Context: an optimization exercise on an open-source flow, tuned for small area, a short achievable clock period and few clock cycles per item. The choices shown serve that exercise and are no tape-out recipe. No run shown here included a check of the RTL's function; only the layout flow was run. Power and IR drop assume default switching activity.

[constraint.sdc]
create_clock -name core_clock -period 8.0 [get_ports {ACLK}]
set_input_delay 1.6000 -clock core_clock [delete_from_list [all_inputs] [get_ports {ACLK}]]
set_output_delay 1.6000 -clock core_clock [all_outputs]
set_load 0.01 [all_outputs]
[design.v]
`timescale 1 ns / 1 ps
module sfa_mux4(
  input   wire  [ 3 : 0]   sel       ,
  input   wire  [ 3 : 0]   s_tvalid  ,
  input   wire  [31 : 0]   s0_tdata  ,
  input   wire  [31 : 0]   s1_tdata  ,
  input   wire  [31 : 0]   s2_tdata  ,
  input   wire  [31 : 0]   s3_tdata  ,
  output  wire  [ 3 : 0]   s_tready  ,
  input   wire             m_tready  ,
  output  wire             m_tvalid  ,
  output  wire  [31 : 0]   m_tdata
);
assign m_tvalid = |(sel & s_tvalid);
assign m_tdata  = ({32{sel[0]}} & s0_tdata) | ({32{sel[1]}} & s1_tdata) |
                  ({32{sel[2]}} & s2_tdata) | ({32{sel[3]}} & s3_tdata);
assign s_tready = sel & {4{m_tready}};
endmodule
`timescale 1 ns / 1 ps
module sfa_interconnect(
  output  wire            sn_tready     ,
  input   wire            sn_tvalid     ,
  input   wire  [31 : 0]  sn_tdata      ,
  output  wire            se_tready     ,
  input   wire            se_tvalid     ,
  input   wire  [31 : 0]  se_tdata      ,
  output  wire            ss_tready     ,
  input   wire            ss_tvalid     ,
  input   wire  [31 : 0]  ss_tdata      ,
  output  wire            sw_tready     ,
  input   wire            sw_tvalid     ,
  input   wire  [31 : 0]  sw_tdata      ,
  input   wire            mn_tready     ,
  output  wire            mn_tvalid     ,
  output  wire  [31 : 0]  mn_tdata      ,
  input   wire            me_tready     ,
  output  wire            me_tvalid     ,
  output  wire  [31 : 0]  me_tdata      ,
  input   wire            ms_tready     ,
  output  wire            ms_tvalid     ,
  output  wire  [31 : 0]  ms_tdata      ,
  input   wire            mw_tready     ,
  output  wire            mw_tvalid     ,
  output  wire  [31 : 0]  mw_tdata      ,
  input   wire            macc1_tready  ,
  output  wire            macc1_tvalid  ,
  output  wire  [31 : 0]  macc1_tdata   ,
  input   wire            macc2_tready  ,
  output  wire            macc2_tvalid  ,
  output  wire  [31 : 0]  macc2_tdata   ,
  output  wire            sacc_tready   ,
  input   wire            sacc_tvalid   ,
  input   wire  [31 : 0]  sacc_tdata    ,
  input   wire  [ 3 : 0]  selN          ,
  input   wire  [ 3 : 0]  selE          ,
  input   wire  [ 3 : 0]  selS          ,
  input   wire  [ 3 : 0]  selW          ,
  input   wire  [ 3 : 0]  selA1         ,
  input   wire  [ 3 : 0]  selA2
);
wire [3:0] rN, rE, rS, rW, rA1, rA2;
sfa_mux4 N_OUT_MUX (
  .sel(selN), .s_tvalid({sacc_tvalid, sw_tvalid, ss_tvalid, se_tvalid}),
  .s0_tdata(se_tdata), .s1_tdata(ss_tdata), .s2_tdata(sw_tdata), .s3_tdata(sacc_tdata),
  .s_tready(rN), .m_tready(mn_tready), .m_tvalid(mn_tvalid), .m_tdata(mn_tdata));
sfa_mux4 E_OUT_MUX (
  .sel(selE), .s_tvalid({sacc_tvalid, sw_tvalid, ss_tvalid, sn_tvalid}),
  .s0_tdata(sn_tdata), .s1_tdata(ss_tdata), .s2_tdata(sw_tdata), .s3_tdata(sacc_tdata),
  .s_tready(rE), .m_tready(me_tready), .m_tvalid(me_tvalid), .m_tdata(me_tdata));
sfa_mux4 S_OUT_MUX (
  .sel(selS), .s_tvalid({sacc_tvalid, sw_tvalid, se_tvalid, sn_tvalid}),
  .s0_tdata(sn_tdata), .s1_tdata(se_tdata), .s2_tdata(sw_tdata), .s3_tdata(sacc_tdata),
  .s_tready(rS), .m_tready(ms_tready), .m_tvalid(ms_tvalid), .m_tdata(ms_tdata));
sfa_mux4 W_OUT_MUX (
  .sel(selW), .s_tvalid({sacc_tvalid, ss_tvalid, se_tvalid, sn_tvalid}),
  .s0_tdata(sn_tdata), .s1_tdata(se_tdata), .s2_tdata(ss_tdata), .s3_tdata(sacc_tdata),
  .s_tready(rW), .m_tready(mw_tready), .m_tvalid(mw_tvalid), .m_tdata(mw_tdata));
sfa_mux4 ACC_IN1_MUX (
  .sel(selA1), .s_tvalid({sw_tvalid, ss_tvalid, se_tvalid, sn_tvalid}),
  .s0_tdata(sn_tdata), .s1_tdata(se_tdata), .s2_tdata(ss_tdata), .s3_tdata(sw_tdata),
  .s_tready(rA1), .m_tready(macc1_tready), .m_tvalid(macc1_tvalid), .m_tdata(macc1_tdata));
sfa_mux4 ACC_IN2_MUX (
  .sel(selA2), .s_tvalid({sw_tvalid, ss_tvalid, se_tvalid, sn_tvalid}),
  .s0_tdata(sn_tdata), .s1_tdata(se_tdata), .s2_tdata(ss_tdata), .s3_tdata(sw_tdata),
  .s_tready(rA2), .m_tready(macc2_tready), .m_tvalid(macc2_tvalid), .m_tdata(macc2_tdata));
assign sn_tready   = rE[0] | rS[0] | rW[0] | rA1[0] | rA2[0];
assign se_tready   = rN[0] | rS[1] | rW[1] | rA1[1] | rA2[1];
assign ss_tready   = rN[1] | rE[1] | rW[2] | rA1[2] | rA2[2];
assign sw_tready   = rN[2] | rE[2] | rS[2] | rA1[3] | rA2[3];
assign sacc_tready = rN[3] | rE[3] | rS[3] | rW[3];
endmodule
`timescale 1ns / 1ps
module sfa_control (
  output  wire             sCMD_tready   ,
  input   wire             sCMD_tvalid   ,
  input   wire  [31 : 0]   sCMD_tdata    ,
  input   wire             mRet_tready   ,
  output  wire             mRet_tvalid   ,
  output  wire  [31 : 0]   mRet_tdata    ,
  output  wire             run           ,
  input   wire             done1         ,
  input   wire             done2         ,
  output  wire             ld1_mode      ,
  output  wire             ld1_index     ,
  output  wire             ld1_size      ,
  output  wire             ld2_mode      ,
  output  wire             ld2_index     ,
  output  wire             ld2_size      ,
  output  reg   [ 3 : 0]   selN          ,   
  output  reg   [ 3 : 0]   selE          ,   
  output  reg   [ 3 : 0]   selS          ,   
  output  reg   [ 3 : 0]   selW          ,   
  output  reg   [ 3 : 0]   selA1         ,   
  output  reg   [ 3 : 0]   selA2         ,   
  input   wire             ACLK          ,
  input   wire             ARESETN
);
  reg        busy;
  wire       take = sCMD_tvalid & ~busy;
  wire [7:0] op   = sCMD_tdata[31:24];
  assign sCMD_tready = ~busy;
  assign run         = busy;
  assign mRet_tvalid = busy & done1 & done2;
  assign mRet_tdata  = 32'h0000FFFF;
  assign ld1_mode  = take & (op == 8'h11);
  assign ld1_index = take & (op == 8'h12);
  assign ld1_size  = take & (op == 8'h13);
  assign ld2_mode  = take & (op == 8'h21);
  assign ld2_index = take & (op == 8'h22);
  assign ld2_size  = take & (op == 8'h23);
  function [3:0] onehot;
    input [3:0] code;
    input [3:0] c0, c1, c2, c3;
    onehot = {code == c3, code == c2, code == c1, code == c0};
  endfunction
  always @(posedge ACLK) begin
    if (take & (op == 8'h01)) begin
      selA1 <= onehot(sCMD_tdata[23:20], 4'd1, 4'd2, 4'd3, 4'd4);
      selA2 <= onehot(sCMD_tdata[19:16], 4'd1, 4'd2, 4'd3, 4'd4);
      selN  <= onehot(sCMD_tdata[15:12], 4'd2, 4'd3, 4'd4, 4'd5);
      selE  <= onehot(sCMD_tdata[11: 8], 4'd1, 4'd3, 4'd4, 4'd5);
      selS  <= onehot(sCMD_tdata[ 7: 4], 4'd1, 4'd2, 4'd4, 4'd5);
      selW  <= onehot(sCMD_tdata[ 3: 0], 4'd1, 4'd2, 4'd3, 4'd5);
    end
  end
  always @(posedge ACLK) begin
    if (!ARESETN)
      busy <= 1'b0;
    else if (take & (op == 8'h0A))
      busy <= 1'b1;
    else if (mRet_tvalid & mRet_tready)
      busy <= 1'b0;
  end
endmodule
`timescale 1 ns / 1 ps
module sfa_bif(
  output wire             bram_en       ,
  output wire  [ 3 : 0]   bram_we       ,
  output wire  [31 : 0]   bram_addr     ,
  output wire  [31 : 0]   bram_din      ,
  input  wire  [31 : 0]   bram_dout     ,
  output wire             sBIF_tready   ,
  input  wire             sBIF_tvalid   ,
  input  wire  [31 : 0]   sBIF_tdata    ,
  input  wire             mBIF_tready   ,
  output wire             mBIF_tvalid   ,
  output wire  [31 : 0]   mBIF_tdata    ,
  input  wire             run           ,
  output wire             done          ,
  input  wire             ld_mode       ,
  input  wire             ld_index      ,
  input  wire             ld_size       ,
  input  wire  [23 : 0]   cfg           ,
  input  wire             ACLK          ,
  input  wire             ARESETN
);
reg             mode ;
reg   [11 : 0]  addr ;
reg   [12 : 0]  cnt  ;
reg             nz   ;
reg             v    ;
wire rd   = run & ~mode & nz & (~v | mBIF_tready);
wire wr   = run &  mode & nz & sBIF_tvalid;
wire step = rd | wr;
assign sBIF_tready = run & mode & nz;
assign mBIF_tvalid = v;
assign mBIF_tdata  = bram_dout;
assign bram_en     = step;
assign bram_we     = {4{wr}};
assign bram_addr   = {18'd0, addr, 2'd0};
assign bram_din    = sBIF_tdata;
assign done        = ~nz & ~v;
always @(posedge ACLK) begin
  if (ld_mode)
    mode <= cfg[0];
  if (ld_index)
    addr <= cfg[11:0];
  else if (step)
    addr <= addr + 12'd1;
  if (ld_size) begin
    cnt <= cfg[12:0];
    nz  <= |cfg[12:0];
  end
  else if (step) begin
    cnt <= cnt - 13'd1;
    nz  <= (cnt != 13'd1);
  end
end
always @(posedge ACLK) begin
  if (!ARESETN)
    v <= 1'b0;
  else
    v <= rd | (v & ~mBIF_tready);
end
endmodule
`timescale 1 ns / 1 ps
module sfa_switch #(
  parameter ROW = 0,
  parameter COL = 0
)(
  output  wire            sv_tready     ,
  input   wire            sv_tvalid     ,
  input   wire  [31 : 0]  sv_tdata      ,
  input   wire            mv_tready     ,
  output  wire            mv_tvalid     ,
  output  wire  [31 : 0]  mv_tdata      ,
  output  wire            sh_tready     ,
  input   wire            sh_tvalid     ,
  input   wire  [31 : 0]  sh_tdata      ,
  input   wire            mh_tready     ,
  output  wire            mh_tvalid     ,
  output  wire  [31 : 0]  mh_tdata      ,
  input   wire            macc1_tready  ,
  output  wire            macc1_tvalid  ,
  output  wire  [31 : 0]  macc1_tdata   ,
  input   wire            macc2_tready  ,
  output  wire            macc2_tvalid  ,
  output  wire  [31 : 0]  macc2_tdata   ,
  output  wire            sacc_tready   ,
  input   wire            sacc_tvalid   ,
  input   wire  [31 : 0]  sacc_tdata    ,
  output  wire            sCMD_tready   ,
  input   wire            sCMD_tvalid   ,
  input   wire  [31 : 0]  sCMD_tdata    ,
  input   wire            mRet_tready   ,
  output  wire            mRet_tvalid   ,
  output  wire  [31 : 0]  mRet_tdata    ,
  output  wire            bram1_en      ,
  output  wire  [ 3 : 0]  bram1_we      ,
  output  wire  [31 : 0]  bram1_addr    ,
  output  wire  [31 : 0]  bram1_din     ,
  input   wire  [31 : 0]  bram1_dout    ,
  output  wire            bram2_en      ,
  output  wire  [ 3 : 0]  bram2_we      ,
  output  wire  [31 : 0]  bram2_addr    ,
  output  wire  [31 : 0]  bram2_din     ,
  input   wire  [31 : 0]  bram2_dout    ,
  input   wire            ACLK          ,
  input   wire            ARESETN
);
wire [3:0] selN, selE, selS, selW, selA1, selA2;
wire       run, done1, done2;
wire       ld1_mode, ld1_index, ld1_size, ld2_mode, ld2_index, ld2_size;
wire        b1r_tready, b1r_tvalid;  wire [31:0] b1r_tdata;
wire        b1w_tready, b1w_tvalid;  wire [31:0] b1w_tdata;
wire        b2r_tready, b2r_tvalid;  wire [31:0] b2r_tdata;
wire        b2w_tready, b2w_tvalid;  wire [31:0] b2w_tdata;
wire        sn_tready, sn_tvalid;  wire [31:0] sn_tdata;
wire        se_tready, se_tvalid;  wire [31:0] se_tdata;
wire        ss_tready, ss_tvalid;  wire [31:0] ss_tdata;
wire        sw_tready, sw_tvalid;  wire [31:0] sw_tdata;
wire        mn_tready, mn_tvalid;  wire [31:0] mn_tdata;
wire        me_tready, me_tvalid;  wire [31:0] me_tdata;
wire        ms_tready, ms_tvalid;  wire [31:0] ms_tdata;
wire        mw_tready, mw_tvalid;  wire [31:0] mw_tdata;
generate
if (ROW == 0) begin : g_row0
  assign sn_tvalid = b1r_tvalid;  assign sn_tdata = b1r_tdata;  assign b1r_tready = sn_tready;
  assign b1w_tvalid = mn_tvalid;  assign b1w_tdata = mn_tdata;  assign mn_tready = b1w_tready;
  assign ss_tvalid = sv_tvalid;   assign ss_tdata = sv_tdata;   assign sv_tready = ss_tready;
  assign mv_tvalid = ms_tvalid;   assign mv_tdata = ms_tdata;   assign ms_tready = mv_tready;
end
else begin : g_row1
  assign ss_tvalid = b1r_tvalid;  assign ss_tdata = b1r_tdata;  assign b1r_tready = ss_tready;
  assign b1w_tvalid = ms_tvalid;  assign b1w_tdata = ms_tdata;  assign ms_tready = b1w_tready;
  assign sn_tvalid = sv_tvalid;   assign sn_tdata = sv_tdata;   assign sv_tready = sn_tready;
  assign mv_tvalid = mn_tvalid;   assign mv_tdata = mn_tdata;   assign mn_tready = mv_tready;
end
if (COL == 0) begin : g_col0
  assign sw_tvalid = b2r_tvalid;  assign sw_tdata = b2r_tdata;  assign b2r_tready = sw_tready;
  assign b2w_tvalid = mw_tvalid;  assign b2w_tdata = mw_tdata;  assign mw_tready = b2w_tready;
  assign se_tvalid = sh_tvalid;   assign se_tdata = sh_tdata;   assign sh_tready = se_tready;
  assign mh_tvalid = me_tvalid;   assign mh_tdata = me_tdata;   assign me_tready = mh_tready;
end
else begin : g_col1
  assign se_tvalid = b2r_tvalid;  assign se_tdata = b2r_tdata;  assign b2r_tready = se_tready;
  assign b2w_tvalid = me_tvalid;  assign b2w_tdata = me_tdata;  assign me_tready = b2w_tready;
  assign sw_tvalid = sh_tvalid;   assign sw_tdata = sh_tdata;   assign sh_tready = sw_tready;
  assign mh_tvalid = mw_tvalid;   assign mh_tdata = mw_tdata;   assign mw_tready = mh_tready;
end
endgenerate
sfa_interconnect u_interconnect(
  .sn_tready(sn_tready), .sn_tvalid(sn_tvalid), .sn_tdata(sn_tdata),
  .se_tready(se_tready), .se_tvalid(se_tvalid), .se_tdata(se_tdata),
  .ss_tready(ss_tready), .ss_tvalid(ss_tvalid), .ss_tdata(ss_tdata),
  .sw_tready(sw_tready), .sw_tvalid(sw_tvalid), .sw_tdata(sw_tdata),
  .mn_tready(mn_tready), .mn_tvalid(mn_tvalid), .mn_tdata(mn_tdata),
  .me_tready(me_tready), .me_tvalid(me_tvalid), .me_tdata(me_tdata),
  .ms_tready(ms_tready), .ms_tvalid(ms_tvalid), .ms_tdata(ms_tdata),
  .mw_tready(mw_tready), .mw_tvalid(mw_tvalid), .mw_tdata(mw_tdata),
  .macc1_tready(macc1_tready), .macc1_tvalid(macc1_tvalid), .macc1_tdata(macc1_tdata),
  .macc2_tready(macc2_tready), .macc2_tvalid(macc2_tvalid), .macc2_tdata(macc2_tdata),
  .sacc_tready(sacc_tready), .sacc_tvalid(sacc_tvalid), .sacc_tdata(sacc_tdata),
  .selN(selN), .selE(selE), .selS(selS), .selW(selW), .selA1(selA1), .selA2(selA2)
);
sfa_control u_control(
  .sCMD_tready(sCMD_tready), .sCMD_tvalid(sCMD_tvalid), .sCMD_tdata(sCMD_tdata),
  .mRet_tready(mRet_tready), .mRet_tvalid(mRet_tvalid), .mRet_tdata(mRet_tdata),
  .run(run), .done1(done1), .done2(done2),
  .ld1_mode(ld1_mode), .ld1_index(ld1_index), .ld1_size(ld1_size),
  .ld2_mode(ld2_mode), .ld2_index(ld2_index), .ld2_size(ld2_size),
  .selN(selN), .selE(selE), .selS(selS), .selW(selW), .selA1(selA1), .selA2(selA2),
  .ACLK(ACLK), .ARESETN(ARESETN)
);
sfa_bif u_bif1(
  .bram_en(bram1_en), .bram_we(bram1_we), .bram_addr(bram1_addr),
  .bram_din(bram1_din), .bram_dout(bram1_dout),
  .sBIF_tready(b1w_tready), .sBIF_tvalid(b1w_tvalid), .sBIF_tdata(b1w_tdata),
  .mBIF_tready(b1r_tready), .mBIF_tvalid(b1r_tvalid), .mBIF_tdata(b1r_tdata),
  .run(run), .done(done1),
  .ld_mode(ld1_mode), .ld_index(ld1_index), .ld_size(ld1_size), .cfg(sCMD_tdata[23:0]),
  .ACLK(ACLK), .ARESETN(ARESETN)
);
sfa_bif u_bif2(
  .bram_en(bram2_en), .bram_we(bram2_we), .bram_addr(bram2_addr),
  .bram_din(bram2_din), .bram_dout(bram2_dout),
  .sBIF_tready(b2w_tready), .sBIF_tvalid(b2w_tvalid), .sBIF_tdata(b2w_tdata),
  .mBIF_tready(b2r_tready), .mBIF_tvalid(b2r_tvalid), .mBIF_tdata(b2r_tdata),
  .run(run), .done(done2),
  .ld_mode(ld2_mode), .ld_index(ld2_index), .ld_size(ld2_size), .cfg(sCMD_tdata[23:0]),
  .ACLK(ACLK), .ARESETN(ARESETN)
);
endmodule
`timescale 1 ns / 1 ps
module sfa_link #(
  parameter KIND = 3
)(
  output  wire            s_tready      ,
  input   wire            s_tvalid      ,
  input   wire  [31 : 0]  s_tdata       ,
  input   wire            m_tready      ,
  output  wire            m_tvalid      ,
  output  wire  [31 : 0]  m_tdata       ,
  input   wire            ACLK          ,
  input   wire            ARESETN
);
generate
if (KIND == 0) begin : g_wire
  assign s_tready = m_tready;
  assign m_tvalid = s_tvalid;
  assign m_tdata  = s_tdata;
end
else if (KIND == 1) begin : g_fwd
  reg             out_valid;
  reg   [31 : 0]  out_data;
  assign s_tready = ~out_valid | m_tready;
  assign m_tvalid = out_valid;
  assign m_tdata  = out_data;
  always @(posedge ACLK) begin
    if (!ARESETN)
      out_valid <= 1'b0;
    else if (s_tready)
      out_valid <= s_tvalid;
  end
  always @(posedge ACLK) begin
    if (s_tready)
      out_data <= s_tdata;
  end
end
else if (KIND == 2) begin : g_rdy
  reg             skid_valid;
  reg   [31 : 0]  skid_data;
  assign s_tready = ~skid_valid;
  assign m_tvalid = skid_valid | s_tvalid;
  assign m_tdata  = skid_valid ? skid_data : s_tdata;
  always @(posedge ACLK) begin
    if (!ARESETN)
      skid_valid <= 1'b0;
    else if (skid_valid)
      skid_valid <= ~m_tready;
    else
      skid_valid <= s_tvalid & ~m_tready;
  end
  always @(posedge ACLK) begin
    if (~skid_valid)
      skid_data <= s_tdata;
  end
end
else begin : g_slice
  reg             out_valid ;
  reg   [31 : 0]  out_data  ;
  reg             skid_valid;
  reg   [31 : 0]  skid_data ;
  assign s_tready = ~skid_valid;
  assign m_tvalid = out_valid;
  assign m_tdata  = out_data;
  always @(posedge ACLK) begin
    if (!ARESETN) begin
      out_valid  <= 1'b0;
      skid_valid <= 1'b0;
    end
    else begin
      if (~out_valid | m_tready) begin
        if (skid_valid) begin
          out_valid  <= 1'b1;
          out_data   <= skid_data;
          skid_valid <= 1'b0;
        end
        else begin
          out_valid  <= s_tvalid;
          out_data   <= s_tdata;
        end
      end
      else if (s_tvalid & ~skid_valid) begin
        skid_valid <= 1'b1;
        skid_data  <= s_tdata;
      end
    end
  end
end
endgenerate
endmodule
`timescale 1 ns / 1 ps
module sfa_2x2(
  input   wire            u_switch_00_macc1_tready,
  output  wire            u_switch_00_macc1_tvalid,
  output  wire  [31 : 0]  u_switch_00_macc1_tdata ,
  input   wire            u_switch_00_macc2_tready,
  output  wire            u_switch_00_macc2_tvalid,
  output  wire  [31 : 0]  u_switch_00_macc2_tdata ,
  output  wire            u_switch_00_sacc_tready ,
  input   wire            u_switch_00_sacc_tvalid ,
  input   wire  [31 : 0]  u_switch_00_sacc_tdata  ,
  output  wire            u_switch_00_sCMD_tready ,
  input   wire            u_switch_00_sCMD_tvalid ,
  input   wire  [31 : 0]  u_switch_00_sCMD_tdata  ,
  input   wire            u_switch_00_mRet_tready ,
  output  wire            u_switch_00_mRet_tvalid ,
  output  wire  [31 : 0]  u_switch_00_mRet_tdata  ,
  input   wire            u_switch_01_macc1_tready,
  output  wire            u_switch_01_macc1_tvalid,
  output  wire  [31 : 0]  u_switch_01_macc1_tdata ,
  input   wire            u_switch_01_macc2_tready,
  output  wire            u_switch_01_macc2_tvalid,
  output  wire  [31 : 0]  u_switch_01_macc2_tdata ,
  output  wire            u_switch_01_sacc_tready ,
  input   wire            u_switch_01_sacc_tvalid ,
  input   wire  [31 : 0]  u_switch_01_sacc_tdata  ,
  output  wire            u_switch_01_sCMD_tready ,
  input   wire            u_switch_01_sCMD_tvalid ,
  input   wire  [31 : 0]  u_switch_01_sCMD_tdata  ,
  input   wire            u_switch_01_mRet_tready ,
  output  wire            u_switch_01_mRet_tvalid ,
  output  wire  [31 : 0]  u_switch_01_mRet_tdata  ,
  input   wire            u_switch_10_macc1_tready,
  output  wire            u_switch_10_macc1_tvalid,
  output  wire  [31 : 0]  u_switch_10_macc1_tdata ,
  input   wire            u_switch_10_macc2_tready,
  output  wire            u_switch_10_macc2_tvalid,
  output  wire  [31 : 0]  u_switch_10_macc2_tdata ,
  output  wire            u_switch_10_sacc_tready ,
  input   wire            u_switch_10_sacc_tvalid ,
  input   wire  [31 : 0]  u_switch_10_sacc_tdata  ,
  output  wire            u_switch_10_sCMD_tready ,
  input   wire            u_switch_10_sCMD_tvalid ,
  input   wire  [31 : 0]  u_switch_10_sCMD_tdata  ,
  input   wire            u_switch_10_mRet_tready ,
  output  wire            u_switch_10_mRet_tvalid ,
  output  wire  [31 : 0]  u_switch_10_mRet_tdata  ,
  input   wire            u_switch_11_macc1_tready,
  output  wire            u_switch_11_macc1_tvalid,
  output  wire  [31 : 0]  u_switch_11_macc1_tdata ,
  input   wire            u_switch_11_macc2_tready,
  output  wire            u_switch_11_macc2_tvalid,
  output  wire  [31 : 0]  u_switch_11_macc2_tdata ,
  output  wire            u_switch_11_sacc_tready ,
  input   wire            u_switch_11_sacc_tvalid ,
  input   wire  [31 : 0]  u_switch_11_sacc_tdata  ,
  output  wire            u_switch_11_sCMD_tready ,
  input   wire            u_switch_11_sCMD_tvalid ,
  input   wire  [31 : 0]  u_switch_11_sCMD_tdata  ,
  input   wire            u_switch_11_mRet_tready ,
  output  wire            u_switch_11_mRet_tvalid ,
  output  wire  [31 : 0]  u_switch_11_mRet_tdata  ,
  output  wire            u_bif_00_1_bram_en     ,
  output  wire  [ 3 : 0]  u_bif_00_1_bram_we     ,
  output  wire  [31 : 0]  u_bif_00_1_bram_addr   ,
  output  wire  [31 : 0]  u_bif_00_1_bram_din    ,
  input   wire  [31 : 0]  u_bif_00_1_bram_dout   ,
  output  wire            u_bif_00_2_bram_en     ,
  output  wire  [ 3 : 0]  u_bif_00_2_bram_we     ,
  output  wire  [31 : 0]  u_bif_00_2_bram_addr   ,
  output  wire  [31 : 0]  u_bif_00_2_bram_din    ,
  input   wire  [31 : 0]  u_bif_00_2_bram_dout   ,
  output  wire            u_bif_01_1_bram_en     ,
  output  wire  [ 3 : 0]  u_bif_01_1_bram_we     ,
  output  wire  [31 : 0]  u_bif_01_1_bram_addr   ,
  output  wire  [31 : 0]  u_bif_01_1_bram_din    ,
  input   wire  [31 : 0]  u_bif_01_1_bram_dout   ,
  output  wire            u_bif_01_2_bram_en     ,
  output  wire  [ 3 : 0]  u_bif_01_2_bram_we     ,
  output  wire  [31 : 0]  u_bif_01_2_bram_addr   ,
  output  wire  [31 : 0]  u_bif_01_2_bram_din    ,
  input   wire  [31 : 0]  u_bif_01_2_bram_dout   ,
  output  wire            u_bif_10_1_bram_en     ,
  output  wire  [ 3 : 0]  u_bif_10_1_bram_we     ,
  output  wire  [31 : 0]  u_bif_10_1_bram_addr   ,
  output  wire  [31 : 0]  u_bif_10_1_bram_din    ,
  input   wire  [31 : 0]  u_bif_10_1_bram_dout   ,
  output  wire            u_bif_10_2_bram_en     ,
  output  wire  [ 3 : 0]  u_bif_10_2_bram_we     ,
  output  wire  [31 : 0]  u_bif_10_2_bram_addr   ,
  output  wire  [31 : 0]  u_bif_10_2_bram_din    ,
  input   wire  [31 : 0]  u_bif_10_2_bram_dout   ,
  output  wire            u_bif_11_1_bram_en     ,
  output  wire  [ 3 : 0]  u_bif_11_1_bram_we     ,
  output  wire  [31 : 0]  u_bif_11_1_bram_addr   ,
  output  wire  [31 : 0]  u_bif_11_1_bram_din    ,
  input   wire  [31 : 0]  u_bif_11_1_bram_dout   ,
  output  wire            u_bif_11_2_bram_en     ,
  output  wire  [ 3 : 0]  u_bif_11_2_bram_we     ,
  output  wire  [31 : 0]  u_bif_11_2_bram_addr   ,
  output  wire  [31 : 0]  u_bif_11_2_bram_din    ,
  input   wire  [31 : 0]  u_bif_11_2_bram_dout   ,
  input   wire            ACLK,
  input   wire            ARESETN
);
  localparam K_00_01 = 3;
  localparam K_01_00 = 3;
  localparam K_10_11 = 3;
  localparam K_11_10 = 3;
  localparam K_00_10 = 3;
  localparam K_10_00 = 3;
  localparam K_01_11 = 3;
  localparam K_11_01 = 3;
  wire            l00_01_s_tready;
  wire            l00_01_s_tvalid;
  wire  [31 : 0]  l00_01_s_tdata;
  wire            l00_01_m_tready;
  wire            l00_01_m_tvalid;
  wire  [31 : 0]  l00_01_m_tdata;
  wire            l01_00_s_tready;
  wire            l01_00_s_tvalid;
  wire  [31 : 0]  l01_00_s_tdata;
  wire            l01_00_m_tready;
  wire            l01_00_m_tvalid;
  wire  [31 : 0]  l01_00_m_tdata;
  wire            l10_11_s_tready;
  wire            l10_11_s_tvalid;
  wire  [31 : 0]  l10_11_s_tdata;
  wire            l10_11_m_tready;
  wire            l10_11_m_tvalid;
  wire  [31 : 0]  l10_11_m_tdata;
  wire            l11_10_s_tready;
  wire            l11_10_s_tvalid;
  wire  [31 : 0]  l11_10_s_tdata;
  wire            l11_10_m_tready;
  wire            l11_10_m_tvalid;
  wire  [31 : 0]  l11_10_m_tdata;
  wire            l00_10_s_tready;
  wire            l00_10_s_tvalid;
  wire  [31 : 0]  l00_10_s_tdata;
  wire            l00_10_m_tready;
  wire            l00_10_m_tvalid;
  wire  [31 : 0]  l00_10_m_tdata;
  wire            l10_00_s_tready;
  wire            l10_00_s_tvalid;
  wire  [31 : 0]  l10_00_s_tdata;
  wire            l10_00_m_tready;
  wire            l10_00_m_tvalid;
  wire  [31 : 0]  l10_00_m_tdata;
  wire            l01_11_s_tready;
  wire            l01_11_s_tvalid;
  wire  [31 : 0]  l01_11_s_tdata;
  wire            l01_11_m_tready;
  wire            l01_11_m_tvalid;
  wire  [31 : 0]  l01_11_m_tdata;
  wire            l11_01_s_tready;
  wire            l11_01_s_tvalid;
  wire  [31 : 0]  l11_01_s_tdata;
  wire            l11_01_m_tready;
  wire            l11_01_m_tvalid;
  wire  [31 : 0]  l11_01_m_tdata;
  sfa_link #(.KIND(K_00_01)) u_link_00_01 (
    .s_tready(l00_01_s_tready), .s_tvalid(l00_01_s_tvalid), .s_tdata(l00_01_s_tdata),
    .m_tready(l00_01_m_tready), .m_tvalid(l00_01_m_tvalid), .m_tdata(l00_01_m_tdata),
    .ACLK(ACLK), .ARESETN(ARESETN));
  sfa_link #(.KIND(K_01_00)) u_link_01_00 (
    .s_tready(l01_00_s_tready), .s_tvalid(l01_00_s_tvalid), .s_tdata(l01_00_s_tdata),
    .m_tready(l01_00_m_tready), .m_tvalid(l01_00_m_tvalid), .m_tdata(l01_00_m_tdata),
    .ACLK(ACLK), .ARESETN(ARESETN));
  sfa_link #(.KIND(K_10_11)) u_link_10_11 (
    .s_tready(l10_11_s_tready), .s_tvalid(l10_11_s_tvalid), .s_tdata(l10_11_s_tdata),
    .m_tready(l10_11_m_tready), .m_tvalid(l10_11_m_tvalid), .m_tdata(l10_11_m_tdata),
    .ACLK(ACLK), .ARESETN(ARESETN));
  sfa_link #(.KIND(K_11_10)) u_link_11_10 (
    .s_tready(l11_10_s_tready), .s_tvalid(l11_10_s_tvalid), .s_tdata(l11_10_s_tdata),
    .m_tready(l11_10_m_tready), .m_tvalid(l11_10_m_tvalid), .m_tdata(l11_10_m_tdata),
    .ACLK(ACLK), .ARESETN(ARESETN));
  sfa_link #(.KIND(K_00_10)) u_link_00_10 (
    .s_tready(l00_10_s_tready), .s_tvalid(l00_10_s_tvalid), .s_tdata(l00_10_s_tdata),
    .m_tready(l00_10_m_tready), .m_tvalid(l00_10_m_tvalid), .m_tdata(l00_10_m_tdata),
    .ACLK(ACLK), .ARESETN(ARESETN));
  sfa_link #(.KIND(K_10_00)) u_link_10_00 (
    .s_tready(l10_00_s_tready), .s_tvalid(l10_00_s_tvalid), .s_tdata(l10_00_s_tdata),
    .m_tready(l10_00_m_tready), .m_tvalid(l10_00_m_tvalid), .m_tdata(l10_00_m_tdata),
    .ACLK(ACLK), .ARESETN(ARESETN));
  sfa_link #(.KIND(K_01_11)) u_link_01_11 (
    .s_tready(l01_11_s_tready), .s_tvalid(l01_11_s_tvalid), .s_tdata(l01_11_s_tdata),
    .m_tready(l01_11_m_tready), .m_tvalid(l01_11_m_tvalid), .m_tdata(l01_11_m_tdata),
    .ACLK(ACLK), .ARESETN(ARESETN));
  sfa_link #(.KIND(K_11_01)) u_link_11_01 (
    .s_tready(l11_01_s_tready), .s_tvalid(l11_01_s_tvalid), .s_tdata(l11_01_s_tdata),
    .m_tready(l11_01_m_tready), .m_tvalid(l11_01_m_tvalid), .m_tdata(l11_01_m_tdata),
    .ACLK(ACLK), .ARESETN(ARESETN));
  sfa_switch #(.ROW(0), .COL(0)) u_switch_00 (
    .sv_tready(l10_00_m_tready), .sv_tvalid(l10_00_m_tvalid), .sv_tdata(l10_00_m_tdata),
    .mv_tready(l00_10_s_tready), .mv_tvalid(l00_10_s_tvalid), .mv_tdata(l00_10_s_tdata),
    .sh_tready(l01_00_m_tready), .sh_tvalid(l01_00_m_tvalid), .sh_tdata(l01_00_m_tdata),
    .mh_tready(l00_01_s_tready), .mh_tvalid(l00_01_s_tvalid), .mh_tdata(l00_01_s_tdata),
    .macc1_tready(u_switch_00_macc1_tready), .macc1_tvalid(u_switch_00_macc1_tvalid), .macc1_tdata(u_switch_00_macc1_tdata),
    .macc2_tready(u_switch_00_macc2_tready), .macc2_tvalid(u_switch_00_macc2_tvalid), .macc2_tdata(u_switch_00_macc2_tdata),
    .sacc_tready(u_switch_00_sacc_tready), .sacc_tvalid(u_switch_00_sacc_tvalid), .sacc_tdata(u_switch_00_sacc_tdata),
    .sCMD_tready(u_switch_00_sCMD_tready), .sCMD_tvalid(u_switch_00_sCMD_tvalid), .sCMD_tdata(u_switch_00_sCMD_tdata),
    .mRet_tready(u_switch_00_mRet_tready), .mRet_tvalid(u_switch_00_mRet_tvalid), .mRet_tdata(u_switch_00_mRet_tdata),
    .bram1_en(u_bif_00_1_bram_en), .bram1_we(u_bif_00_1_bram_we), .bram1_addr(u_bif_00_1_bram_addr),
    .bram1_din(u_bif_00_1_bram_din), .bram1_dout(u_bif_00_1_bram_dout),
    .bram2_en(u_bif_00_2_bram_en), .bram2_we(u_bif_00_2_bram_we), .bram2_addr(u_bif_00_2_bram_addr),
    .bram2_din(u_bif_00_2_bram_din), .bram2_dout(u_bif_00_2_bram_dout),
    .ACLK(ACLK), .ARESETN(ARESETN));
  sfa_switch #(.ROW(0), .COL(1)) u_switch_01 (
    .sv_tready(l11_01_m_tready), .sv_tvalid(l11_01_m_tvalid), .sv_tdata(l11_01_m_tdata),
    .mv_tready(l01_11_s_tready), .mv_tvalid(l01_11_s_tvalid), .mv_tdata(l01_11_s_tdata),
    .sh_tready(l00_01_m_tready), .sh_tvalid(l00_01_m_tvalid), .sh_tdata(l00_01_m_tdata),
    .mh_tready(l01_00_s_tready), .mh_tvalid(l01_00_s_tvalid), .mh_tdata(l01_00_s_tdata),
    .macc1_tready(u_switch_01_macc1_tready), .macc1_tvalid(u_switch_01_macc1_tvalid), .macc1_tdata(u_switch_01_macc1_tdata),
    .macc2_tready(u_switch_01_macc2_tready), .macc2_tvalid(u_switch_01_macc2_tvalid), .macc2_tdata(u_switch_01_macc2_tdata),
    .sacc_tready(u_switch_01_sacc_tready), .sacc_tvalid(u_switch_01_sacc_tvalid), .sacc_tdata(u_switch_01_sacc_tdata),
    .sCMD_tready(u_switch_01_sCMD_tready), .sCMD_tvalid(u_switch_01_sCMD_tvalid), .sCMD_tdata(u_switch_01_sCMD_tdata),
    .mRet_tready(u_switch_01_mRet_tready), .mRet_tvalid(u_switch_01_mRet_tvalid), .mRet_tdata(u_switch_01_mRet_tdata),
    .bram1_en(u_bif_01_1_bram_en), .bram1_we(u_bif_01_1_bram_we), .bram1_addr(u_bif_01_1_bram_addr),
    .bram1_din(u_bif_01_1_bram_din), .bram1_dout(u_bif_01_1_bram_dout),
    .bram2_en(u_bif_01_2_bram_en), .bram2_we(u_bif_01_2_bram_we), .bram2_addr(u_bif_01_2_bram_addr),
    .bram2_din(u_bif_01_2_bram_din), .bram2_dout(u_bif_01_2_bram_dout),
    .ACLK(ACLK), .ARESETN(ARESETN));
  sfa_switch #(.ROW(1), .COL(0)) u_switch_10 (
    .sv_tready(l00_10_m_tready), .sv_tvalid(l00_10_m_tvalid), .sv_tdata(l00_10_m_tdata),
    .mv_tready(l10_00_s_tready), .mv_tvalid(l10_00_s_tvalid), .mv_tdata(l10_00_s_tdata),
    .sh_tready(l11_10_m_tready), .sh_tvalid(l11_10_m_tvalid), .sh_tdata(l11_10_m_tdata),
    .mh_tready(l10_11_s_tready), .mh_tvalid(l10_11_s_tvalid), .mh_tdata(l10_11_s_tdata),
    .macc1_tready(u_switch_10_macc1_tready), .macc1_tvalid(u_switch_10_macc1_tvalid), .macc1_tdata(u_switch_10_macc1_tdata),
    .macc2_tready(u_switch_10_macc2_tready), .macc2_tvalid(u_switch_10_macc2_tvalid), .macc2_tdata(u_switch_10_macc2_tdata),
    .sacc_tready(u_switch_10_sacc_tready), .sacc_tvalid(u_switch_10_sacc_tvalid), .sacc_tdata(u_switch_10_sacc_tdata),
    .sCMD_tready(u_switch_10_sCMD_tready), .sCMD_tvalid(u_switch_10_sCMD_tvalid), .sCMD_tdata(u_switch_10_sCMD_tdata),
    .mRet_tready(u_switch_10_mRet_tready), .mRet_tvalid(u_switch_10_mRet_tvalid), .mRet_tdata(u_switch_10_mRet_tdata),
    .bram1_en(u_bif_10_1_bram_en), .bram1_we(u_bif_10_1_bram_we), .bram1_addr(u_bif_10_1_bram_addr),
    .bram1_din(u_bif_10_1_bram_din), .bram1_dout(u_bif_10_1_bram_dout),
    .bram2_en(u_bif_10_2_bram_en), .bram2_we(u_bif_10_2_bram_we), .bram2_addr(u_bif_10_2_bram_addr),
    .bram2_din(u_bif_10_2_bram_din), .bram2_dout(u_bif_10_2_bram_dout),
    .ACLK(ACLK), .ARESETN(ARESETN));
  sfa_switch #(.ROW(1), .COL(1)) u_switch_11 (
    .sv_tready(l01_11_m_tready), .sv_tvalid(l01_11_m_tvalid), .sv_tdata(l01_11_m_tdata),
    .mv_tready(l11_01_s_tready), .mv_tvalid(l11_01_s_tvalid), .mv_tdata(l11_01_s_tdata),
    .sh_tready(l10_11_m_tready), .sh_tvalid(l10_11_m_tvalid), .sh_tdata(l10_11_m_tdata),
    .mh_tready(l11_10_s_tready), .mh_tvalid(l11_10_s_tvalid), .mh_tdata(l11_10_s_tdata),
    .macc1_tready(u_switch_11_macc1_tready), .macc1_tvalid(u_switch_11_macc1_tvalid), .macc1_tdata(u_switch_11_macc1_tdata),
    .macc2_tready(u_switch_11_macc2_tready), .macc2_tvalid(u_switch_11_macc2_tvalid), .macc2_tdata(u_switch_11_macc2_tdata),
    .sacc_tready(u_switch_11_sacc_tready), .sacc_tvalid(u_switch_11_sacc_tvalid), .sacc_tdata(u_switch_11_sacc_tdata),
    .sCMD_tready(u_switch_11_sCMD_tready), .sCMD_tvalid(u_switch_11_sCMD_tvalid), .sCMD_tdata(u_switch_11_sCMD_tdata),
    .mRet_tready(u_switch_11_mRet_tready), .mRet_tvalid(u_switch_11_mRet_tvalid), .mRet_tdata(u_switch_11_mRet_tdata),
    .bram1_en(u_bif_11_1_bram_en), .bram1_we(u_bif_11_1_bram_we), .bram1_addr(u_bif_11_1_bram_addr),
    .bram1_din(u_bif_11_1_bram_din), .bram1_dout(u_bif_11_1_bram_dout),
    .bram2_en(u_bif_11_2_bram_en), .bram2_we(u_bif_11_2_bram_we), .bram2_addr(u_bif_11_2_bram_addr),
    .bram2_din(u_bif_11_2_bram_din), .bram2_dout(u_bif_11_2_bram_dout),
    .ACLK(ACLK), .ARESETN(ARESETN));
endmodule
[run.sh]
#!/bin/bash
# synth_recipe.tcl (not shown) runs the flow's synth.tcl, then flattens the netlist and writes it again
# the make line also repeats each setting of config.mk as NAME=value (left out here)
make -C /OpenROAD-flow-scripts/flow DESIGN_CONFIG=/design/flow/config.mk WORK_HOME=/design/flow/orfs CLKGATE_MAP_FILE= SYNTH_SCRIPT=/design/flow/synth_recipe.tcl finish
[config.mk]
export PLATFORM = sky130hd
export DESIGN_NAME = sfa_2x2
export DESIGN_NICKNAME = sfa_2x2
export VERILOG_FILES = /design/flow/design.v
export SDC_FILE = /design/flow/constraint.sdc
export NUM_CORES = 8
export LEC_CHECK = 0
export CAP_MARGIN = 20
export CORE_MARGIN = 2
export CORE_UTILIZATION = 25
export PLACE_DENSITY = 0.5
export SLEW_MARGIN = 20
==> impl_metrics.toml, run 1 <==
[synthesis]
synth_cell_types = 58
ys.warnings.count = 3
netlist_instances = 5636
ys.flop_type = "edfxtp_1"
seq_area_frac_synth_pct = 45.6
syn_area_um2 = 55500
synth-seq-cells = 852
synth_enable_flop_cells = 824
synth_area_per_cell_um2 = 9.85
async_flop_share_pct = 0

[setup_path]
path_max_fanout = 4
arrival_ps = 4560
required_ps = 6400
startpoint_type = "input pin"
end_kind = "output pin"
path_class = "input pin to output pin"

[sta]
rsz0062_at_grt = "no"
final-max-slew-violation-count = 0
min_period_ps = 6160
fin_tns_setup_ps = 0
hold_viol_final = 0
skew_ps = 50.5
slew_headroom_pct = 17.2
worst_pin_slew_ps = 1240
fin_crit_sh_pct = 77.0
fmax_mhz = 162
setup_viol = 0

[pwr]
p_leak_nw = 25.8
ir_worst_vdd_uv = 168
powerDensity_nw_per_um2 = 161

[placement]
port_buffers = 1201
dpl.hpwl_mm = 310
postPlaceCellArea_um2 = 69300
gp_congestion = 0.957

[cts]
cts_setup_buffers = 0
post_cts_resized = 0
cts-buffers-inserted = 107
clk_pin_slew_ps = 60
clockBufferDepth = 3
cts_tree = "done"
clock_sinks = 852
h-tree-depth = 3
root_buffer = "clkbuf_16"
cts_hold_buf = 0
clk_latency_ps = 800

[route]
viasPerCell = 5.96
drc = 0
wl_per_cell_um = 41.8
vias = 57800
dr.pass1.iters = 10
ant_nets = 0
wirelength_mm = 406
drtIter0Drc = 9752

[die]
die_area_um2 = 226000
initial_core_util_pct = 25.2
coreArea_um2 = 220000
std_cell_rows = 172
die-height_um = 475
fp.dieW_um = 475
io_pins = 1490

[global_routing]
grt_overflow = 0
antenna_found_initial = 163
grt_max_degree = 40
grt_pass1_vias = 51900
grt_pass1_wl_mm = 517
grt.total_usage_pct = 34.1

[cells_and_area]
drive_above_1_share_pct = 9.66
fillers = 22600
area_growth_pct = 31.8
design_area_um2 = 73100
num-nets-final = 7131
fin_util_pct = 33.2

[status]
status = "timing/DRC/antenna clean"

[hold_path]
hold_class = "flip-flop to flip-flop"

[flow_run]
maxCapViolations = 0
[area by class of cell]
class | count | area, um^2 | area share (%)
timing repair buffer | 1356 | 13200 | 18.0
antenna | 78 | 195 | 0.267
sequential | 852 | 25300 | 34.6
tap | 2958 | 3700 | 5.06
clock buffer | 133 | 2840 | 3.88
clock inverter | 68 | 823 | 1.13
multi-input combinational | 4208 | 26900 | 36.8
inverter | 48 | 180 | 0.246
[placed cells by master, fill, tap and decap left out, drive strengths merged, types with 13 or more instances in the layout]
cell           instances
conb                 288
nand4                 28
mux2                 265
nor4bb                25
a31oi                 20
nor4b                 61
nor3                  53
a22oi               1600
clkbuf               133
ha                    24
edfxtp               824
nor4                  43
clkdlybuf4s50       1200
o21ai                 47
clkinvlp              16
dfxtp                 28
xnor2                109
a21oi                153
clkinv                30
nand2b                50
nand2                900
inv                   57
buf                  156
xor2                  50
diode                 78
bufinv                13
nor2b                 18
nor2                 259
and3                  19
nand3                 69
[Yosys cell counts (4+ instances only)]
cell	count	area [um^2]
a21boi_0	8	60.1
a21oi_1	153	766
a221o_1	4	40.0
a221oi_1	8	70.1
a22oi_1	1600	12000
a31oi_1	20	125
and2_1	8	50.1
and3_1	19	119
and4b_1	8	80.1
buf_1	17	63.8
buf_4	327	2450
clkbuf_1	466	1750
dfxtp_1	28	561
edfxtp_1	824	24700
ha_1	24	300
inv_1	48	180
mux2_2	265	2980
nand2_1	900	3380
nand2b_1	50	313
nand3_1	65	325
nand3_2	4	40.0
nand4_1	28	175
nor2_1	259	972
nor2b_1	18	113
nor3_1	49	245
nor3b_1	11	82.6
nor4_1	43	269
nor4b_1	57	499
nor4bb_1	25	250
o211a_1	8	80.1
o21a_1	12	90.1
o21ai_0	45	225
o22ai_1	4	25.0
o31a_1	9	78.8
o31ai_1	7	52.6
or3_1	4	25.0
or4_1	9	67.6
or4b_2	4	40.0
or4bb_1	4	45.0
xnor2_1	109	955
xor2_1	50	438
[path summary, 6_finish.rpt]
check	startpoint	endpoint	slack (ps)	depth (start not counted)
worst max-delay path	u_switch_01_macc1_tready	u_bif_01_2_bram_en	1840	6
worst min register to register	u_link_00_01.genblk1.genblk1.g_slice.skid_data[5]	u_link_00_01.genblk1.genblk1.g_slice.out_data[5]	540	1
worst max register to register	u_switch_01.u_control.selA2[1]	u_switch_01.u_bif2.cnt[2]	4540	5
worst min-delay path	u_link_00_01.genblk1.genblk1.g_slice.skid_data[5]	u_link_00_01.genblk1.genblk1.g_slice.out_data[5]	540	1
[through the flow]
stage	worst slack, ps	power (mW)	hold slack, ps	cells
after detailed placement	1990	6.61	531	9422
after global placement	1980	6.61	529	9421
final	1840	11.8	540	9701
after global routing	1940	12.0	556	9672
after floorplan	2890	5.68	523	5922
after CTS	1970	11.8	541	9623
[state kept, by name, summed over array words and instances (netlist names), 32 cells and up]
register                                        count
u_link_10_00.genblk1.genblk1.g_slice.skid_data     32
u_link_10_00.genblk1.genblk1.g_slice.out_data      32
u_link_01_00.genblk1.genblk1.g_slice.out_data      32
u_link_11_01.genblk1.genblk1.g_slice.skid_data     32
u_link_11_10.genblk1.genblk1.g_slice.out_data      32
u_link_00_10.genblk1.genblk1.g_slice.skid_data     32
u_link_10_11.genblk1.genblk1.g_slice.out_data      32
u_link_11_01.genblk1.genblk1.g_slice.out_data      32
u_link_00_10.genblk1.genblk1.g_slice.out_data      32
u_link_01_11.genblk1.genblk1.g_slice.out_data      32
u_link_11_10.genblk1.genblk1.g_slice.skid_data     32
u_link_01_00.genblk1.genblk1.g_slice.skid_data     32
u_link_10_11.genblk1.genblk1.g_slice.skid_data     32
u_link_00_01.genblk1.genblk1.g_slice.out_data      32
u_link_01_11.genblk1.genblk1.g_slice.skid_data     32
u_link_00_01.genblk1.genblk1.g_slice.skid_data     32
[layer usage]
layer / global-route usage (%) / vias up / wire (um)
li1: - / 23100 / -
met1: 41.2 / 28800 / 149000
met2: 51.4 / 4758 / 176000
met3: 11.8 / 1054 / 49200
met4: 22.5 / 80 / 31500
met5: 0 / - / 602
[kinds of logic after synthesis]
logic type | after synthesis | share of synthesized area, %
fa+ha+maj | 24 | 0.541
compound gates | 1883 | 24.6
buf+inv | 862 | 8.05
flops | 852 | 45.6
simple gates | 1589 | 13.3
mux | 265 | 5.38
other cells | 2 | 0.0135
xor+xnor | 159 | 2.51
[critical path, stage by stage]
cell,delay (ps)
clkdlybuf4s50_1,560
a22oi_1,430
nand4_1,340
o21ai_0,910
nand2b_1,170
clkdlybuf4s50_1,530
[power by group]
group | internal, mW | switching, mW
logic | 0.592 | 0.847
clock network | 2.96 | 2.24
registers | 4.95 | 0.181
total | 8.50 | 3.27
==> run 2, diff against run 1 <==
--- a/design.v
+++ b/design.v
@@ -537,10 +537,10 @@
 );
   localparam K_00_01 = 3;
-  localparam K_01_00 = 3;
-  localparam K_10_11 = 3;
+  localparam K_01_00 = 0;
+  localparam K_10_11 = 0;
   localparam K_11_10 = 3;
   localparam K_00_10 = 3;
-  localparam K_10_00 = 3;
-  localparam K_01_11 = 3;
+  localparam K_10_00 = 0;
+  localparam K_01_11 = 0;
   localparam K_11_01 = 3;
   wire            l00_01_s_tready;
==> impl_metrics.toml, run 2 <==
[status]
status = "timing/DRC/antenna clean"

[sta]
final-max-slew-violation-count = 0
fin_crit_sh_pct = 82.2
hold_viol_final = 0
fmax_mhz = 152
setup_viol = 0
slew_headroom_pct = 21.0
rsz0062_at_grt = "no"
skew_ps = 57.7
worst_pin_slew_ps = 1180
layout_setup_ws_ps = 1430
min_period_ps = 6570
fin_tns_setup_ps = 0

[pwr]
p_leak_nw = 21.2
total_power_mw = 7.81
powerDensity_nw_per_um2 = 129
ir_worst_vdd_uv = 145

[cts]
clk_pin_slew_ps = 60
clockBufferDepth = 3
cts-buffers-inserted = 77
root_buffer = "clkbuf_16"
cts_tree = "done"
clock_sinks = 588
h-tree-depth = 3
post_cts_resized = 0
cts_setup_buffers = 0
cts_hold_buf = 0
clk_latency_ps = 730

[route]
ant_nets = 0
dr.pass1.iters = 14
wirelength_mm = 328
drtIter0Drc = 9825
drc = 0
wl_per_cell_um = 38.5
viasPerCell = 5.99
vias = 51100

[cells_and_area]
num-nets-final = 6610
fin_util_pct = 33.7
design_area_um2 = 60800
final_common_cell = "nand2_1"
drive_above_1_share_pct = 7.28
layout_common_cells = "nand2_1 (1268), clkdlybuf4s50_1 (1201), a22oi_1 (801), edfxtp_1 (568), a222oi_1 (404)"
area_growth_pct = 34.5

[setup_path]
path_class = "input pin to output pin"
path_max_fanout = 5
r2r_cells = 5
startpoint_type = "input pin"
required_ps = 6400
r2r_setup_slack_ps = 3920
max_stage_delay_ps = 860
rr_startpoint = "u_switch_00.u_control.selA1[1]"
arrival_ps = 4970
end_kind = "output pin"
crit_top_cell = "clkdlybuf4s50_1"
path_cells = "clkdlybuf4s50_1 > a22o_1 > o21ai_0 > a31oi_1 > a21oi_1 > inv_1 > clkdlybuf4s50_1"
reg2reg_to = "u_link_11_01.genblk1.genblk1.g_slice.skid_data[10]"
cpMaxStageDelayCell = "a31oi_1"

[synthesis]
synth_most_common_cell = "nand2_1"
ys_top_cells_by_count = "nand2_1 (1268), a22oi_1 (801), edfxtp_1 (568)"
synth_enable_flop_cells = 568
ys.warnings.count = 3
synth_area_leaders = "edfxtp_1 (38%), a22oi_1 (13%), nand2_1 (11%)"
synth_cell_types = 61
yosysTopAreaCell = "edfxtp_1"
synth_area_per_cell_um2 = 8.78
async_flop_share_pct = 0
netlist_instances = 5147
ys.flop_type = "edfxtp_1"
yosysTopAreaCellShare_pct = 37.7
seq_area_frac_synth_pct = 38.6
syn_area_um2 = 45200
synth-seq-cells = 588

[hold_path]
hold_class = "flip-flop to flip-flop"
hp-start = "u_link_00_10.genblk1.genblk1.g_slice.skid_data[27]"
worstHoldPathCells = 1
min_to = "u_link_00_10.genblk1.genblk1.g_slice.out_data[27]"

[placement]
postPlaceCellArea_um2 = 58100
port_buffers = 1201
gp_congestion = 0.948
dpl.hpwl_mm = 251
pre_cts_ws_ps = 1590

[flow_run]
maxCapViolations = 0

[global_routing]
grt_max_degree = 38
grt_pass1_vias = 47100
antenna_found_initial = 94
grt_overflow = 0
grt.total_usage_pct = 33.8
grt_pass1_wl_mm = 431

[die]
die_area_um2 = 184000
coreArea_um2 = 180000
fp.dieW_um = 429
die-height_um = 429
io_pins = 1490
initial_core_util_pct = 25.1
std_cell_rows = 156
run 2: changes by cell type in the layout (fill, tap and decap cells not counted), sizes merged, moves of 47 or more:
cell | before | now
a21oi | 153 | 200
a222oi | 0 | 404
a22oi | 1600 | 801
edfxtp | 824 | 568
mux2 | 265 | 137
nand2 | 900 | 1268
run 2: cell families after synthesis:
family,share of synthesized area (%)
AOI/OAI and AO/OA,25.7
xor gates and xnor gates,3.18
adders and majority gates,0.664
buffers and inverters,9.74
DFF,38.6
muxes,3.41
other,0.0166
and+or+nand+nor,18.6
run 2: how the worst max path moves through the flow:
| stage | startpoint | to | depth (start not counted) |
|---|---|---|---|
| 2_1_floorplan | u_switch_00_sCMD_tdata[31] | u_switch_00.u_control.selA1[0] | 2 |
| 3_3_place_gp | u_switch_01_sacc_tvalid | u_bif_00_2_bram_en | 7 |
| 3_5_place_dp | u_switch_01_sacc_tvalid | u_bif_00_2_bram_en | 7 |
| 4_1_cts | u_switch_01_sacc_tvalid | u_bif_00_2_bram_en | 7 |
| 5_1_grt | u_switch_01_sacc_tvalid | u_bif_00_2_bram_en | 7 |
| 6_report | u_switch_01_sacc_tvalid | u_bif_00_2_bram_en | 7 |
run 2: layout make-up:
cell class | instances | area (um^2)
fillers | 18600 | 119000
flip-flops and latches | 588 | 17500
multi-input cells | 4009 | 24500
clock buffers | 97 | 2030
clock inverters | 45 | 537
repair buffers | 1340 | 13100
well taps | 2370 | 2970
inverters | 36 | 135
diodes | 53 | 133
run 2: through the flow:
step           hold WS [ps]  std cells
2_1_floorplan           495       5433
3_3_place_gp            519       8340
3_5_place_dp            520       8343
4_1_cts                 528       8485
5_1_grt                 548       8498
6_report                529       8538
run 2: worst max-delay path, delay by kind of cell:
family          cells  cell delay [ps]
compound gates      4             1740
buf+inv             3             1620
run 2: metal layers:
layer / part of all wire (%) / vias to the layer above / global-route usage, %
li1: - / 21100 / -
met1: 35 / 25200 / 38.9
met2: 45 / 4006 / 54.3
met3: 12 / 765 / 12.0
met4: 6.9 / 52 / 18.8
met5: 0.11 / - / 0
run 2: power breakdown:
part | internal [mW] | total [mW] | switching (mW)
sequential | 3.35 | 3.37 | 0.0160
clock | 2.06 | 3.62 | 1.57
combinational | 0.351 | 0.826 | 0.475
==> run 3, diff against run 2 <==
--- a/design.v
+++ b/design.v
@@ -98,7 +98,8 @@
   output  wire             mRet_tvalid   ,
   output  wire  [31 : 0]   mRet_tdata    ,
+  output  wire             start         ,
   output  wire             run           ,
-  input   wire             done1         ,
-  input   wire             done2         ,
+  input   wire             fin1          ,
+  input   wire             fin2          ,
   output  wire             ld1_mode      ,
   output  wire             ld1_index     ,
@@ -120,6 +121,7 @@
   wire [7:0] op   = sCMD_tdata[31:24];
   assign sCMD_tready = ~busy;
+  assign start       = take & (op == 8'h0A);
   assign run         = busy;
-  assign mRet_tvalid = busy & done1 & done2;
+  assign mRet_tvalid = busy & fin1 & fin2;
   assign mRet_tdata  = 32'h0000FFFF;
   assign ld1_mode  = take & (op == 8'h11);
@@ -147,5 +149,5 @@
     if (!ARESETN)
       busy <= 1'b0;
-    else if (take & (op == 8'h0A))
+    else if (start)
       busy <= 1'b1;
     else if (mRet_tvalid & mRet_tready)
@@ -163,9 +165,14 @@
   input  wire             sBIF_tvalid   ,
   input  wire  [31 : 0]   sBIF_tdata    ,
+  input  wire  [ 3 : 0]   sBIF_sel      ,
+  input  wire  [ 3 : 0]   sBIF_srcv     ,
   input  wire             mBIF_tready   ,
   output wire             mBIF_tvalid   ,
   output wire  [31 : 0]   mBIF_tdata    ,
+  input  wire  [ 4 : 0]   mBIF_sel      ,
+  input  wire  [ 4 : 0]   mBIF_rdy      ,
+  input  wire             start         ,
   input  wire             run           ,
-  output wire             done          ,
+  output wire             fin           ,
   input  wire             ld_mode       ,
   input  wire             ld_index      ,
@@ -178,17 +185,22 @@
 reg   [11 : 0]  addr ;
 reg   [12 : 0]  cnt  ;
-reg             nz   ;
+wire            nz   = |cnt;              
+wire            last = (cnt == 13'd1);    
 reg             v    ;
-wire rd   = run & ~mode & nz & (~v | mBIF_tready);
-wire wr   = run &  mode & nz & sBIF_tvalid;
+wire rarm = run & ~mode & nz;
+wire warm = run &  mode & nz;
+wire en   = ~(run & ~mode & v) | (|(mBIF_sel & mBIF_rdy));
+wire rd0  = start & ~mode & nz;      
+wire rd   = (rarm & en) | rd0;
+wire wr   = warm & sBIF_tvalid;
 wire step = rd | wr;
-assign sBIF_tready = run & mode & nz;
+assign sBIF_tready = warm;
 assign mBIF_tvalid = v;
 assign mBIF_tdata  = bram_dout;
-assign bram_en     = step;
-assign bram_we     = {4{wr}};
+assign bram_en     = en;
+assign bram_we     = {4{warm}};
 assign bram_addr   = {18'd0, addr, 2'd0};
 assign bram_din    = sBIF_tdata;
-assign done        = ~nz & ~v;
+assign fin         = (~nz & ~v) | (warm & last & sBIF_tvalid);
 always @(posedge ACLK) begin
   if (ld_mode)
@@ -198,12 +210,8 @@
   else if (step)
     addr <= addr + 12'd1;
-  if (ld_size) begin
+  if (ld_size)
     cnt <= cfg[12:0];
-    nz  <= |cfg[12:0];
-  end
-  else if (step) begin
+  else if (step)
     cnt <= cnt - 13'd1;
-    nz  <= (cnt != 13'd1);
-  end
 end
 always @(posedge ACLK) begin
@@ -211,5 +219,5 @@
     v <= 1'b0;
   else
-    v <= rd | (v & ~mBIF_tready);
+    v <= en ? rd : v;
 end
 endmodule
@@ -260,5 +268,5 @@
 );
 wire [3:0] selN, selE, selS, selW, selA1, selA2;
-wire       run, done1, done2;
+wire       start, run, fin1, fin2;
 wire       ld1_mode, ld1_index, ld1_size, ld2_mode, ld2_index, ld2_size;
 wire        b1r_tready, b1r_tvalid;  wire [31:0] b1r_tdata;
@@ -300,4 +308,32 @@
 end
 endgenerate
+wire [3:0] b1w_sel, b1w_srcv, b2w_sel, b2w_srcv;
+wire [4:0] b1r_sel, b1r_rdy, b2r_sel, b2r_rdy;
+generate
+if (ROW == 0) begin : g_t1n
+  assign b1w_sel  = selN;
+  assign b1w_srcv = {sacc_tvalid, sw_tvalid, ss_tvalid, se_tvalid};
+  assign b1r_sel  = {selA2[0], selA1[0], selW[0], selS[0], selE[0]};
+  assign b1r_rdy  = {macc2_tready, macc1_tready, mw_tready, ms_tready, me_tready};
+end
+else begin : g_t1s
+  assign b1w_sel  = selS;
+  assign b1w_srcv = {sacc_tvalid, sw_tvalid, se_tvalid, sn_tvalid};
+  assign b1r_sel  = {selA2[2], selA1[2], selW[2], selE[1], selN[1]};
+  assign b1r_rdy  = {macc2_tready, macc1_tready, mw_tready, me_tready, mn_tready};
+end
+if (COL == 0) begin : g_t2w
+  assign b2w_sel  = selW;
+  assign b2w_srcv = {sacc_tvalid, ss_tvalid, se_tvalid, sn_tvalid};
+  assign b2r_sel  = {selA2[3], selA1[3], selS[2], selE[2], selN[2]};
+  assign b2r_rdy  = {macc2_tready, macc1_tready, ms_tready, me_tready, mn_tready};
+end
+else begin : g_t2e
+  assign b2w_sel  = selE;
+  assign b2w_srcv = {sacc_tvalid, sw_tvalid, ss_tvalid, sn_tvalid};
+  assign b2r_sel  = {selA2[1], selA1[1], selW[1], selS[1], selN[0]};
+  assign b2r_rdy  = {macc2_tready, macc1_tready, mw_tready, ms_tready, mn_tready};
+end
+endgenerate
 sfa_interconnect u_interconnect(
   .sn_tready(sn_tready), .sn_tvalid(sn_tvalid), .sn_tdata(sn_tdata),
@@ -317,5 +353,5 @@
   .sCMD_tready(sCMD_tready), .sCMD_tvalid(sCMD_tvalid), .sCMD_tdata(sCMD_tdata),
   .mRet_tready(mRet_tready), .mRet_tvalid(mRet_tvalid), .mRet_tdata(mRet_tdata),
-  .run(run), .done1(done1), .done2(done2),
+  .start(start), .run(run), .fin1(fin1), .fin2(fin2),
   .ld1_mode(ld1_mode), .ld1_index(ld1_index), .ld1_size(ld1_size),
   .ld2_mode(ld2_mode), .ld2_index(ld2_index), .ld2_size(ld2_size),
@@ -327,6 +363,8 @@
   .bram_din(bram1_din), .bram_dout(bram1_dout),
   .sBIF_tready(b1w_tready), .sBIF_tvalid(b1w_tvalid), .sBIF_tdata(b1w_tdata),
+  .sBIF_sel(b1w_sel), .sBIF_srcv(b1w_srcv),
   .mBIF_tready(b1r_tready), .mBIF_tvalid(b1r_tvalid), .mBIF_tdata(b1r_tdata),
-  .run(run), .done(done1),
+  .mBIF_sel(b1r_sel), .mBIF_rdy(b1r_rdy),
+  .start(start), .run(run), .fin(fin1),
   .ld_mode(ld1_mode), .ld_index(ld1_index), .ld_size(ld1_size), .cfg(sCMD_tdata[23:0]),
   .ACLK(ACLK), .ARESETN(ARESETN)
@@ -336,6 +374,8 @@
   .bram_din(bram2_din), .bram_dout(bram2_dout),
   .sBIF_tready(b2w_tready), .sBIF_tvalid(b2w_tvalid), .sBIF_tdata(b2w_tdata),
+  .sBIF_sel(b2w_sel), .sBIF_srcv(b2w_srcv),
   .mBIF_tready(b2r_tready), .mBIF_tvalid(b2r_tvalid), .mBIF_tdata(b2r_tdata),
-  .run(run), .done(done2),
+  .mBIF_sel(b2r_sel), .mBIF_rdy(b2r_rdy),
+  .start(start), .run(run), .fin(fin2),
   .ld_mode(ld2_mode), .ld_index(ld2_index), .ld_size(ld2_size), .cfg(sCMD_tdata[23:0]),
   .ACLK(ACLK), .ARESETN(ARESETN)
==> flow/run.sh (new file) <==
#!/bin/bash
# Standard layout, with plain buf_1 cells as the port buffers.
set -o pipefail
export BUFFER_PORTS_ARGS="-buffer_cell sky130_fd_sc_hd__buf_1"
export PLACE_PINS_ARGS="-min_distance 1 -min_distance_in_tracks"
bash standard.sh > standard.log 2>&1
==> standard.sh (new file) <==
#!/bin/bash
# synth_recipe.tcl (not shown) runs the flow's synth.tcl, then flattens the netlist and writes it again
# the make line also repeats each setting of config.mk as NAME=value (left out here)
make -C /OpenROAD-flow-scripts/flow DESIGN_CONFIG=/design/flow/config.mk WORK_HOME=/design/flow/orfs CLKGATE_MAP_FILE= SYNTH_SCRIPT=/design/flow/synth_recipe.tcl "${@:-finish}"
--- a/config.mk
+++ b/config.mk
@@ -7,6 +7,7 @@
 export LEC_CHECK = 0
 export CAP_MARGIN = 20
-export CORE_MARGIN = 2
-export CORE_UTILIZATION = 25
-export PLACE_DENSITY = 0.5
+export CORE_AREA = 5 5 395 395
+export DIE_AREA = 0 0 400 400
+export PLACE_DENSITY = 0.6
+export SETUP_SLACK_MARGIN = 3.4
 export SLEW_MARGIN = 20
removed: run.sh
==> impl_metrics.toml, run 3 <==
[status]
status = "timing/DRC/antenna clean"

[synthesis]
synth_most_common_cell = "nand2_1"
seq_area_frac_synth_pct = 38.4
ys_top_cells_by_count = "nand2_1 (1248), a22oi_1 (802), edfxtp_1 (560)"
yosysTopAreaCell = "edfxtp_1"
ys.warnings.count = 3
synth_area_leaders = "edfxtp_1 (38%), a22oi_1 (13%), nand2_1 (10%)"
synth-seq-cells = 580
netlist_instances = 5122
synth_enable_flop_cells = 560

[cells_and_area]
drive_above_1_share_pct = 9.63
area_growth_pct = 19.8
layout_common_cells = "nand2_1 (1194), buf_1 (1173), a22oi_1 (787), edfxtp_1 (560), a222oi_1 (395)"
design_area_um2 = 53700
multi_input_area_um2 = 25000
final_common_cell = "nand2_1"
num-nets-final = 6652

[route]
dr.pass1.iters = 27
wl_per_cell_um = 35.5
drtIter0Drc = 11300
drc = 0
wirelength_mm = 293

[cts]
cts_tree = "done"
clock_sinks = 580
cts-buffers-inserted = 75

[global_routing]
grt_pass1_wl_mm = 384
antenna_found_initial = 104
grt_max_degree = 39

[sta]
min_period_ps = 5010
fin_tns_setup_ps = 0
final-max-slew-violation-count = 0
slew_headroom_pct = 25.1
fin_crit_sh_pct = 62.6
fmax_mhz = 200
worst_pin_slew_ps = 1110
rsz0062_at_grt = "yes"

[die]
die_area_um2 = 160000
initial_core_util_pct = 29.6

[pwr]
p_clk_share_pct = 47.5
power_switching_mw = 2.01
switching_share_pct = 26.4
powerDensity_nw_per_um2 = 142
p_int_mw = 5.62
power_frac_seq_pct = 43.6
ir_worst_vdd_uv = 152
p_leak_nw = 18.4

[setup_path]
arrival_ps = 3410
startpoint_type = "flip-flop"
path_class = "flip-flop to output pin"
-- run 3: cell count changes in the layout (fill, tap and decap cells not counted), sizes merged, moves of 9 or more --
| cell | delta |
|---|---|
| a21boi | +10 |
| a221o | +11 |
| a222oi | -9 |
| and2 | +11 |
| buf | +1231 |
| clkdlybuf4s50 | -1201 |
| diode | +38 |
| inv | +20 |
| nand2 | -20 |
| nand4 | -15 |
| nor2 | -10 |
| nor2b | +11 |
| xnor2 | +26 |
| xor2 | -37 |
-- run 3: worst max-delay path, cell delays in order (launching register included) --
cell      delay [ps]
edfxtp_1         420
or4_4            580
o41ai_4          410
bufinv_8         270
a221o_2          460
a222oi_1         330
nand2_1           80
buf_2            170
-- run 3: metrics by stage --
step                      total power [mW]  setup WS, ps  instances  hold WS (ps)  util [%]
final                                 7.63          2990       8276           521      35.4
after detailed placement              4.02          2640       7985           533      32.9
after global placement                4.01          2570       7985           528      32.9
after CTS                             7.64          3000       8163           519      35.0
after global routing                  7.82          2940       8251           545      35.4
after floorplan                       3.75          3790       5408           523         -
-- run 3: final timing paths --
kind | end | start | cells after the start | slack, ps
worst min register to register | u_link_00_01.genblk1.genblk1.g_slice.out_data[2] | u_link_00_01.genblk1.genblk1.g_slice.skid_data[2] | 1 | 520
worst max-delay path | u_switch_01_sacc_tready | u_switch_00.u_bif2.cnt[9] | 7 | 2990
worst min-delay path | u_link_00_01.genblk1.genblk1.g_slice.out_data[2] | u_link_00_01.genblk1.genblk1.g_slice.skid_data[2] | 1 | 520
worst max register to register | u_link_00_10.genblk1.genblk1.g_slice.skid_data[10] | u_switch_10.u_bif2.cnt[0] | 10 | 3630
-- run 3: area by class of cell --
class	instances	share of cell area, %
sequential	580	32.1
clock buffer	90	3.66
multi-input combinational	4001	46.5
inverter	54	0.403
antenna	91	0.424
clock inverter	48	1.08
timing repair buffer	1382	11.1
tap	2030	4.73
-- run 3: power by group through the flow --
stage | Combinational (mW) | Sequential [mW] | Clock [mW]
floorplan | 0.367 | 3.38 | 0
global placement | 0.618 | 3.39 | 0
detailed placement | 0.626 | 3.39 | 0
CTS | 0.634 | 3.33 | 3.68
global route | 0.710 | 3.33 | 3.79
finish | 0.677 | 3.33 | 3.63
-- run 3: kinds of logic (layout without fill, tap and decap cells) --
family                   Yosys count  count (layout)  share of synthesized area (%)
adder cells (fa/ha/maj)           24              24                          0.670
multiplexers                     139             139                           3.49
other                              2             379                         0.0168
flip-flops                       580             580                           38.4
XOR/XNOR                         153             153                           2.99
AND/OR/NAND/NOR                 1893            1893                           18.3
AO/OA/AOI/OAI                   1504            1504                           26.4
buffers and inverters            827            1574                           9.63
-- run 3: what timing repair did --
item | in CTS | in global routing
endpoints found under the setup margin | 189 | 134
resized for setup | 96 | 82
buffers inserted | 40 | 19
pin swaps | 33 | 43
endpoints found under the hold margin | 0 | 0
-- run 3: layer usage --
| layer | global-route usage, % | wire, um | share of wire (%) | vias to the layer above |
|---|---|---|---|---|
| met5 | 1.35 | 161 | 0.055 | - |
| met4 | 28.3 | 30900 | 11 | 14 |
| met3 | 11.3 | 39600 | 13 | 1150 |
| met2 | 48.8 | 120000 | 41 | 4922 |
| met1 | 41.1 | 103000 | 35 | 25100 |
| li1 | - | - | - | 21200 |

Check on run 3: ideal ports give 2.992 ns setup slack; a clkbuf_16 on the clock port and buf_2 on the inputs give 2.916 ns; moving port delays by the midpoint clock arrival (0.744 ns) as well gives 3.167 ns.
